What follows belongs to an exercise in optimizing a design on an open flow for small area, a short achievable clock period and few clock cycles per item; a production flow would make more cautious choices. Where RTL was checked, it was by simulation tests only, not by an equivalence proof against the original. No driver is modelled on the clock port, so clocking that relies on it looks cheaper here than on a real chip. No activity file was given, so power comes from the tool's default toggle rates.

== P ==
==> flow/design.v <==
module lpc_encoder
(
	input wire ACLK,
	input wire ARESET_N,
	input wire[15:0] TDATA,
	input wire TVALID,
	input wire TLAST,
	input wire TUSER,
	output wire TREADY,
	output wire OUT_VALID,
	output wire OUT_LAST,
	output wire OUT_USER,
	output wire [79:0] OUT_DATA,
	input wire OUT_READY
);
	reg [63:0] data_reg;
	reg [7:0]  pv_reg;
	reg [7:0]  ph_reg;
	reg        user_reg, last_reg;
	reg [3:0]  slot_reg;           
	reg        valid_reg;
	reg        full_reg;           
	reg        ready_reg;          
	reg [15:0] sk_data;
	reg        sk_user, sk_last;
	wire       busy   = valid_reg & ~OUT_READY;            
	wire       take   = TVALID & ready_reg;
	wire       park   = take & busy;
	wire       wr     = (take & ~busy) | (full_reg & OUT_READY);
	wire [15:0] src   = full_reg ? sk_data : TDATA;
	wire       s_user = full_reg ? sk_user : TUSER;
	wire       s_last = full_reg ? sk_last : TLAST;
	wire       first  = full_reg | TUSER | slot_reg[0];
	wire       en0    = wr & first;
	wire       en1    = wr & ~first & slot_reg[1];
	wire       en2    = wr & ~first & slot_reg[2];
	wire       en3    = wr & ~first & slot_reg[3];
	wire [7:0] hi     = src[15:8];
	wire [7:0] lo     = src[7:0];
	always @(posedge ACLK or negedge ARESET_N) begin
		if (~ARESET_N) begin
			slot_reg  <= 4'b0001;
			valid_reg <= 1'b0;
			full_reg  <= 1'b0;
			ready_reg <= 1'b1;
		end else begin
			if (wr)
				slot_reg <= {en2, en1, en0, en3};
			valid_reg <= en3 | busy;
			full_reg  <= park | (full_reg & ~OUT_READY);
			ready_reg <= ~park & (ready_reg | OUT_READY);
		end
	end
	always @(posedge ACLK) begin
		if (ready_reg) begin
			sk_data <= TDATA;
			sk_user <= TUSER;
			sk_last <= TLAST;
		end
		if (en0) begin data_reg[15:0]  <= {lo, hi}; pv_reg[1:0] <= {^lo, ^hi}; user_reg <= s_user; end
		if (en1) begin data_reg[31:16] <= {lo, hi}; pv_reg[3:2] <= {^lo, ^hi}; end
		if (en2) begin data_reg[47:32] <= {lo, hi}; pv_reg[5:4] <= {^lo, ^hi}; end
		if (en3) begin data_reg[63:48] <= {lo, hi}; pv_reg[7:6] <= {^lo, ^hi}; end
		if (wr) begin
			ph_reg   <= (first ? 8'd0 : ph_reg) ^ hi ^ lo;
			last_reg <= (first ? 1'b0 : last_reg) | s_last;
		end
	end
	assign TREADY    = ready_reg;
	assign OUT_VALID = valid_reg;
	assign OUT_DATA  = {ph_reg, pv_reg, data_reg};
	assign OUT_USER  = user_reg;
	assign OUT_LAST  = last_reg;
endmodule
==> flow/config.mk <==
export PLATFORM = sky130hd
export DESIGN_NAME = lpc_encoder
export DESIGN_NICKNAME = lpc_encoder
export VERILOG_FILES = /design/flow/design.v
export SDC_FILE = /design/flow/constraint.sdc
export NUM_CORES = 4
export LEC_CHECK = 0
export CAP_MARGIN = 20
export CORE_MARGIN = 2
export CORE_UTILIZATION = 40
export SETUP_SLACK_MARGIN = 3.2
export SLEW_MARGIN = 20
==> flow/constraint.sdc <==
create_clock -name core_clock -period 5.0 [get_ports {ACLK}]
set_input_delay 1.0000 -clock core_clock [delete_from_list [all_inputs] [get_ports {ACLK}]]
set_output_delay 1.0000 -clock core_clock [all_outputs]
set_load 0.01 [all_outputs]
standard.sh (not shown) runs the stock make flow with config.mk's settings and CLKGATE_MAP_FILE= SYNTH_SCRIPT=/design/flow/synth_recipe.tcl, a recipe that flattens the netlist after the stock synthesis.
==> flow/flow/run.sh <==
#!/bin/bash
set -euo pipefail
export BUFFER_PORTS_ARGS="-buffer_cell sky130_fd_sc_hd__buf_1"
bash standard.sh > standard_flow.log 2>&1
Input changes introduced in Q (baseline for comparison: P):
==> flow/design.v <==
module lpc_encoder
(
	input wire ACLK,
	input wire ARESET_N,
	input wire[15:0] TDATA,
	input wire TVALID,
	input wire TLAST,
	input wire TUSER,
	output wire TREADY,
	output wire OUT_VALID,
	output wire OUT_LAST,
	output wire OUT_USER,
	output wire [79:0] OUT_DATA,
	input wire OUT_READY
);
	reg [63:0] data_reg;
	reg [7:0]  pv_reg;
	reg [7:0]  ph_reg;
	reg        user_reg, last_reg;
	reg [1:0]  cnt_reg;
	reg        valid_reg;
	reg        ready_reg;          
	reg [15:0] sk_data;
	reg        sk_user, sk_last;
	wire       acc   = TVALID & ready_reg;
	wire       xfer  = valid_reg & OUT_READY;
	wire       park  = acc & valid_reg & ~OUT_READY;    
	wire       unpark = ~ready_reg & OUT_READY;
	wire       wr    = (acc & ~park) | unpark;           
	wire [15:0] src  = ready_reg ? TDATA : sk_data;
	wire       s_user = ready_reg ? TUSER : sk_user;
	wire       s_last = ready_reg ? TLAST : sk_last;
	wire [1:0] slot  = (s_user | ~ready_reg) ? 2'd0 : cnt_reg;
	wire       first = (slot == 2'd0);
	wire [7:0] hi    = src[15:8];
	wire [7:0] lo    = src[7:0];
	always @(posedge ACLK or negedge ARESET_N) begin
		if (~ARESET_N) begin
			cnt_reg   <= 2'd0;
			valid_reg <= 1'b0;
			ready_reg <= 1'b1;
		end else begin
			if (wr)
				cnt_reg <= slot + 2'd1;
			valid_reg <= (wr & (slot == 2'd3)) | (valid_reg & ~OUT_READY);
			ready_reg <= ~park & (ready_reg | OUT_READY);
		end
	end
	always @(posedge ACLK) begin
		if (ready_reg) begin
			sk_data <= TDATA;
			sk_user <= TUSER;
			sk_last <= TLAST;
		end
		if (wr) begin
			case (slot)
				2'd0: begin data_reg[15:0]  <= {lo, hi}; pv_reg[1:0] <= {^lo, ^hi}; end
				2'd1: begin data_reg[31:16] <= {lo, hi}; pv_reg[3:2] <= {^lo, ^hi}; end
				2'd2: begin data_reg[47:32] <= {lo, hi}; pv_reg[5:4] <= {^lo, ^hi}; end
				2'd3: begin data_reg[63:48] <= {lo, hi}; pv_reg[7:6] <= {^lo, ^hi}; end
			endcase
			ph_reg   <= (first ? 8'd0 : ph_reg) ^ hi ^ lo;
			user_reg <= first ? s_user : user_reg;
			last_reg <= (first ? 1'b0 : last_reg) | s_last;
		end
	end
	assign TREADY    = ready_reg;
	assign OUT_VALID = valid_reg;
	assign OUT_DATA  = {ph_reg, pv_reg, data_reg};
	assign OUT_USER  = user_reg;
	assign OUT_LAST  = last_reg;
endmodule
==> comparison <==
- Changes observed in Q relative to P: horizontal extent of the die shrank by 3.5 microns; summed area of non-filler cells in the final layout went up; setup slack fell 13 ps.
- The final reports for Q and P show fmax lower in the former.
- On Q: fraction of area in non-clock buffers is 3.9 points higher than what P gave.
- Arrival time of the worst setup path (lower): P
- The flip-flop and latch count after synthesis in Q sits about 2.8% below the value recorded for P.
- Q ended up with a higher buffer and inverter count on the worst path than P did.
- [Q vs P] number of vias per cell after detailed routing: higher in Q
Function was not checked in any run of this note: the RTL went through the layout flow alone.

========
lpc_encoder, a different RTL version from the one above (not shown whole).
Size in the first run: ~210 cells after synthesis, ~100 flip-flops, ~110 I/O pins, roughly 0.0038 mm² of cells after synthesis.
==> module lpc_encoder, before the edit <==
module lpc_encoder
(
	input wire ACLK,
	input wire ARESET_N,
	input wire[15:0] TDATA,
	input wire TVALID,
	input wire TLAST,
	input wire TUSER,
	output wire TREADY,
	output wire OUT_VALID,
	output wire OUT_LAST,
	output wire OUT_USER,
	output wire [79:0] OUT_DATA,
	input wire OUT_READY
);
	reg [63:0] data_reg;
	reg [7:0]  pv_reg;
	reg [7:0]  ph_reg;
	reg        user_reg, last_reg;
	reg [1:0]  cnt_reg;
	reg        valid_reg;
	reg        full_reg;           
	reg [15:0] sk_data;
	reg        sk_user, sk_last;
	wire       acc   = TVALID & ~full_reg;
	wire       xfer  = valid_reg & OUT_READY;
	wire       park  = acc & valid_reg & ~OUT_READY;    
	wire       unpark = full_reg & OUT_READY;
	wire       wr    = (acc & ~park) | unpark;           
	wire [15:0] src  = full_reg ? sk_data : TDATA;
	wire       s_user = full_reg ? sk_user : TUSER;
	wire       s_last = full_reg ? sk_last : TLAST;
	wire [1:0] slot  = (s_user | full_reg) ? 2'd0 : cnt_reg;
	wire       first = (slot == 2'd0);
	wire [7:0] hi    = src[15:8];
	wire [7:0] lo    = src[7:0];
	always @(posedge ACLK or negedge ARESET_N) begin
		if (~ARESET_N) begin
			cnt_reg   <= 2'd0;
			valid_reg <= 1'b0;
			full_reg  <= 1'b0;
		end else begin
			if (wr)
				cnt_reg <= slot + 2'd1;
			valid_reg <= (wr & (slot == 2'd3)) | (valid_reg & ~OUT_READY);
			full_reg  <= park | (full_reg & ~OUT_READY);
		end
	end
	always @(posedge ACLK) begin
		if (~full_reg) begin
			sk_data <= TDATA;
			sk_user <= TUSER;
			sk_last <= TLAST;
		end
		if (wr) begin
			case (slot)
				2'd0: begin data_reg[15:0]  <= {lo, hi}; pv_reg[1:0] <= {^lo, ^hi}; end
				2'd1: begin data_reg[31:16] <= {lo, hi}; pv_reg[3:2] <= {^lo, ^hi}; end
				2'd2: begin data_reg[47:32] <= {lo, hi}; pv_reg[5:4] <= {^lo, ^hi}; end
				2'd3: begin data_reg[63:48] <= {lo, hi}; pv_reg[7:6] <= {^lo, ^hi}; end
			endcase
			ph_reg   <= (first ? 8'd0 : ph_reg) ^ hi ^ lo;
			user_reg <= first ? s_user : user_reg;
			last_reg <= (first ? 1'b0 : last_reg) | s_last;
		end
	end
	assign TREADY    = ~full_reg;
	assign OUT_VALID = valid_reg;
	assign OUT_DATA  = {ph_reg, pv_reg, data_reg};
	assign OUT_USER  = user_reg;
	assign OUT_LAST  = last_reg;
endmodule
==> flow/config.mk <==
export PLATFORM = sky130hd
export DESIGN_NAME = lpc_encoder
export DESIGN_NICKNAME = lpc_encoder
export VERILOG_FILES = /design/flow/design.v
export SDC_FILE = /design/flow/constraint.sdc
export NUM_CORES = 4
export LEC_CHECK = 0
export CAP_MARGIN = 20
export CORE_MARGIN = 2
export CORE_UTILIZATION = 40
export SETUP_SLACK_MARGIN = 3.2
export SLEW_MARGIN = 20
==> flow/constraint.sdc <==
create_clock -name core_clock -period 5.0 [get_ports {ACLK}]
set_input_delay 1.0000 -clock core_clock [delete_from_list [all_inputs] [get_ports {ACLK}]]
set_output_delay 1.0000 -clock core_clock [all_outputs]
set_load 0.01 [all_outputs]
run.sh (not shown) runs the stock make flow with config.mk's settings and CLKGATE_MAP_FILE= SYNTH_SCRIPT=/design/flow/synth_recipe.tcl, a recipe that flattens the netlist after the stock synthesis.
Stock flow here: none of the scripts above is used.
The first run finished with timing, DRC and antenna clean.
Then changed:
==> flow/design.v (replaced) <==
module lpc_encoder
(
	input wire ACLK,
	input wire ARESET_N,
	input wire[15:0] TDATA,
	input wire TVALID,
	input wire TLAST,
	input wire TUSER,
	output wire TREADY,
	output wire OUT_VALID,
	output wire OUT_LAST,
	output wire OUT_USER,
	output wire [79:0] OUT_DATA,
	input wire OUT_READY
);
	reg [63:0] data_reg;
	reg [7:0]  pv_reg;
	reg [7:0]  ph_reg;
	reg        user_reg, last_reg;
	reg [1:0]  cnt_reg;
	reg        valid_reg;
	wire       acc   = TVALID & TREADY;
	wire [1:0] slot  = TUSER ? 2'd0 : cnt_reg;
	wire       first = (slot == 2'd0);
	wire [7:0] hi    = TDATA[15:8];
	wire [7:0] lo    = TDATA[7:0];
	always @(posedge ACLK or negedge ARESET_N) begin
		if (~ARESET_N) begin
			cnt_reg   <= 2'd0;
			valid_reg <= 1'b0;
		end else begin
			if (acc)
				cnt_reg <= slot + 2'd1;
			valid_reg <= (acc & (slot == 2'd3)) | (valid_reg & ~OUT_READY);
		end
	end
	always @(posedge ACLK) begin
		if (acc) begin
			case (slot)
				2'd0: begin data_reg[15:0]  <= {lo, hi}; pv_reg[1:0] <= {^lo, ^hi}; end
				2'd1: begin data_reg[31:16] <= {lo, hi}; pv_reg[3:2] <= {^lo, ^hi}; end
				2'd2: begin data_reg[47:32] <= {lo, hi}; pv_reg[5:4] <= {^lo, ^hi}; end
				2'd3: begin data_reg[63:48] <= {lo, hi}; pv_reg[7:6] <= {^lo, ^hi}; end
			endcase
			ph_reg   <= (first ? 8'd0 : ph_reg) ^ hi ^ lo;
			user_reg <= first ? TUSER : user_reg;
			last_reg <= (first ? 1'b0 : last_reg) | TLAST;
		end
	end
	assign TREADY    = ~valid_reg | OUT_READY;
	assign OUT_VALID = valid_reg;
	assign OUT_DATA  = {ph_reg, pv_reg, data_reg};
	assign OUT_USER  = user_reg;
	assign OUT_LAST  = last_reg;
endmodule
The changed run passed the timing, DRC and antenna checks.
Cell count came out lower by 17%.
Clock power came out lower by about 5%.
Routed wire length falls by about 24%.
Worst setup slack gets worse by 0.29 ns.
Final area went down by about 17%.
Critical path depth goes up by 1.
Testbench counts after the change, summed over its fixed seeds: cycles 12,808, items 3,200.
Function not checked in the first run of this note: the RTL went through the layout flow alone.

========
trial 20:
lpc_encoder, a different RTL version from the one above (not shown whole).
Size in the first run: roughly 85 flip-flops, about 110 I/O pins, roughly 0.0029 mm^2 of cells after synthesis.
==> module lpc_encoder, before the edit <==
module lpc_encoder
(
	input wire ACLK,
	input wire ARESET_N,
	input wire[15:0] TDATA,
	input wire TVALID,
	input wire TLAST,
	input wire TUSER,
	output wire TREADY,
	output wire OUT_VALID,
	output wire OUT_LAST,
	output wire OUT_USER,
	output wire [79:0] OUT_DATA,
	input wire OUT_READY
);
	reg [63:0] data_reg;
	reg [7:0]  pv_reg;
	reg [7:0]  ph_reg;
	reg        user_reg, last_reg;
	reg [1:0]  cnt_reg;            
	reg        valid_reg;
	wire       acc   = TVALID & OUT_READY;
	wire       first = TUSER | (cnt_reg == 2'd0);
	wire       done  = ~TUSER & (cnt_reg == 2'd3);
	wire [7:0] hi    = TDATA[15:8];
	wire [7:0] lo    = TDATA[7:0];
	always @(posedge ACLK or negedge ARESET_N) begin
		if (~ARESET_N) begin
			cnt_reg   <= 2'd0;
			valid_reg <= 1'b0;
		end else begin
			if (acc)
				cnt_reg <= first ? 2'd1 : cnt_reg + 2'd1;
			valid_reg <= (acc & done) | (valid_reg & ~OUT_READY);
		end
	end
	always @(posedge ACLK) begin
		if (acc) begin
			data_reg <= {lo, hi, data_reg[63:16]};
			pv_reg   <= {^lo, ^hi, pv_reg[7:2]};
			ph_reg   <= (first ? 8'd0 : ph_reg) ^ hi ^ lo;
			user_reg <= first ? TUSER : user_reg;
			last_reg <= (first ? 1'b0 : last_reg) | TLAST;
		end
	end
	assign TREADY    = OUT_READY;
	assign OUT_VALID = valid_reg;
	assign OUT_DATA  = {ph_reg, pv_reg, data_reg};
	assign OUT_USER  = user_reg;
	assign OUT_LAST  = last_reg;
endmodule
==> flow/config.mk <==
export PLATFORM = sky130hd
export DESIGN_NAME = lpc_encoder
export DESIGN_NICKNAME = lpc_encoder
export VERILOG_FILES = /design/flow/design.v
export SDC_FILE = /design/flow/constraint.sdc
export NUM_CORES = 4
export LEC_CHECK = 0
export CAP_MARGIN = 20
export CORE_MARGIN = 2
export CORE_UTILIZATION = 65
export SETUP_SLACK_MARGIN = 2.8
export SLEW_MARGIN = 20
==> flow/constraint.sdc <==
create_clock -name core_clock -period 5.0 [get_ports {ACLK}]
set_input_delay 1.0000 -clock core_clock [delete_from_list [all_inputs] [get_ports {ACLK}]]
set_output_delay 1.0000 -clock core_clock [all_outputs]
set_load 0.01 [all_outputs]
standard.sh (not shown) runs the stock make flow with config.mk's settings and CLKGATE_MAP_FILE= SYNTH_SCRIPT=/design/flow/synth_recipe.tcl, a recipe that flattens the netlist after the stock synthesis.
==> flow/flow/run.sh <==
#!/bin/bash
set -euo pipefail
export BUFFER_PORTS_ARGS="-buffer_cell sky130_fd_sc_hd__buf_1"
export CTS_ARGS="-sink_clustering_enable -repair_clock_nets -dont_use_dummy_load -buf_list sky130_fd_sc_hd__clkbuf_4"
export POST_CTS_TCL="$PWD/flow/post_cts.tcl"
bash standard.sh > standard_flow.log 2>&1
==> flow/flow/post_cts.tcl <==
# Upsize the leaf clock buffers that drive many clock pins, so that the clock
# slew at every flip-flop stays low with the small clock buffers.
set block [ord::get_db_block]
foreach inst [$block getInsts] {
  if {[[$inst getMaster] getName] ne "sky130_fd_sc_hd__clkbuf_4"} { continue }
  set sinks 0
  foreach it [$inst getITerms] {
    if {[$it isOutputSignal] && [$it getNet] ne "NULL"} {
      set sinks [expr {[llength [[$it getNet] getITerms]] - 1}]
    }
  }
  if {$sinks >= 12} {
    puts "post_cts: [$inst getName] drives $sinks pins, upsized"
    replace_cell [$inst getName] sky130_fd_sc_hd__clkbuf_8
  }
}
detailed_placement
check_placement -verbose
Testbench counts of trial 20, summed over its fixed seeds: cycles 12,808, items 3,200.
The following lists how trial 44 was set up differently from trial 20:
==> flow/design.v <==
module lpc_encoder
(
	input wire ACLK,
	input wire ARESET_N,
	input wire[15:0] TDATA,
	input wire TVALID,
	input wire TLAST,
	input wire TUSER,
	output wire TREADY,
	output wire OUT_VALID,
	output wire OUT_LAST,
	output wire OUT_USER,
	output wire [79:0] OUT_DATA,
	input wire OUT_READY
);
	reg [63:0] data_reg;
	reg [7:0]  pv_reg;
	reg [7:0]  ph_reg;
	reg        user_reg, last_reg;
	reg [1:0]  cnt_reg;
	reg        valid_reg;
	wire       acc   = TVALID & OUT_READY;
	wire [1:0] slot  = TUSER ? 2'd0 : cnt_reg;
	wire       first = (slot == 2'd0);
	wire [7:0] hi    = TDATA[15:8];
	wire [7:0] lo    = TDATA[7:0];
	always @(posedge ACLK or negedge ARESET_N) begin
		if (~ARESET_N) begin
			cnt_reg   <= 2'd0;
			valid_reg <= 1'b0;
		end else begin
			if (acc)
				cnt_reg <= slot + 2'd1;
			valid_reg <= (acc & (slot == 2'd3)) | (valid_reg & ~OUT_READY);
		end
	end
	always @(posedge ACLK) begin
		if (acc) begin
			case (slot)
				2'd0: begin data_reg[15:0]  <= {lo, hi}; pv_reg[1:0] <= {^lo, ^hi}; end
				2'd1: begin data_reg[31:16] <= {lo, hi}; pv_reg[3:2] <= {^lo, ^hi}; end
				2'd2: begin data_reg[47:32] <= {lo, hi}; pv_reg[5:4] <= {^lo, ^hi}; end
				2'd3: begin data_reg[63:48] <= {lo, hi}; pv_reg[7:6] <= {^lo, ^hi}; end
			endcase
			ph_reg   <= (first ? 8'd0 : ph_reg) ^ hi ^ lo;
			user_reg <= first ? TUSER : user_reg;
			last_reg <= (first ? 1'b0 : last_reg) | TLAST;
		end
	end
	assign TREADY    = OUT_READY;
	assign OUT_VALID = valid_reg;
	assign OUT_DATA  = {ph_reg, pv_reg, data_reg};
	assign OUT_USER  = user_reg;
	assign OUT_LAST  = last_reg;
endmodule
--- outcome ---
Row post-detailed-placement half-perimeter wirelength: trial 44 higher / trial 20 lower. Compared with trial 20, in trial 44 post-synthesis mux area share now larger, die height now larger, clock skew now smaller, final weighted congestion in routability-driven placement now smaller, path depth of the worst reg2reg path now smaller. Trial 44 ended with more met1 routing resource usage after global routing than trial 20. Vias after detailed routing: trial 44 > trial 20.
Testbench counts of trial 44, summed over its fixed seeds: cycles 12,808, items 3,200.

-- static timing again, ports no longer ideal --
No port has a modelled driver above. Below, the same layouts with a new extraction and two added sets of constraints. Step 1 assumes that a clkbuf_16 drives the clock port and a buf_2 every other input. Step 2 times the ports against the registers' clock, not the clock port: input delays grow and output delays shrink by t, the midpoint of the rising clock arrivals with the driver on. a / b / c = no drivers / after step 1 / after step 2; a / b = the first two.
| run | t, ns | slack for setup (ns) | worst setup path after step 2 | pins driven straight from the clock port |
|---|---|---|---|---|
| P | 0.392 | 2.895 / 2.866 / 2.656 | input to register | 1 |
| Q | 0.388 | 2.882 / 2.866 / 2.559 | input to register | 1 |
| the first run of note 2 | 0.383 | 2.954 / 2.923 / 2.675 | input to register | 1 |
| the second run of note 2 | 0.370 | 2.664 / 2.633 / 2.633 | input to output | 1 |
| trial 20 | 0.395 | 2.792 / 2.745 / 2.605 | input to register | 1 |
| trial 44 | 0.419 | 2.797 / 2.755 / 2.534 | input to register | 1 |
After both steps setup and hold are still met in every run listed. For Q, which loses most, drivers alone change the setup slack by -0.016 ns; drivers and shift together by -0.323 ns.
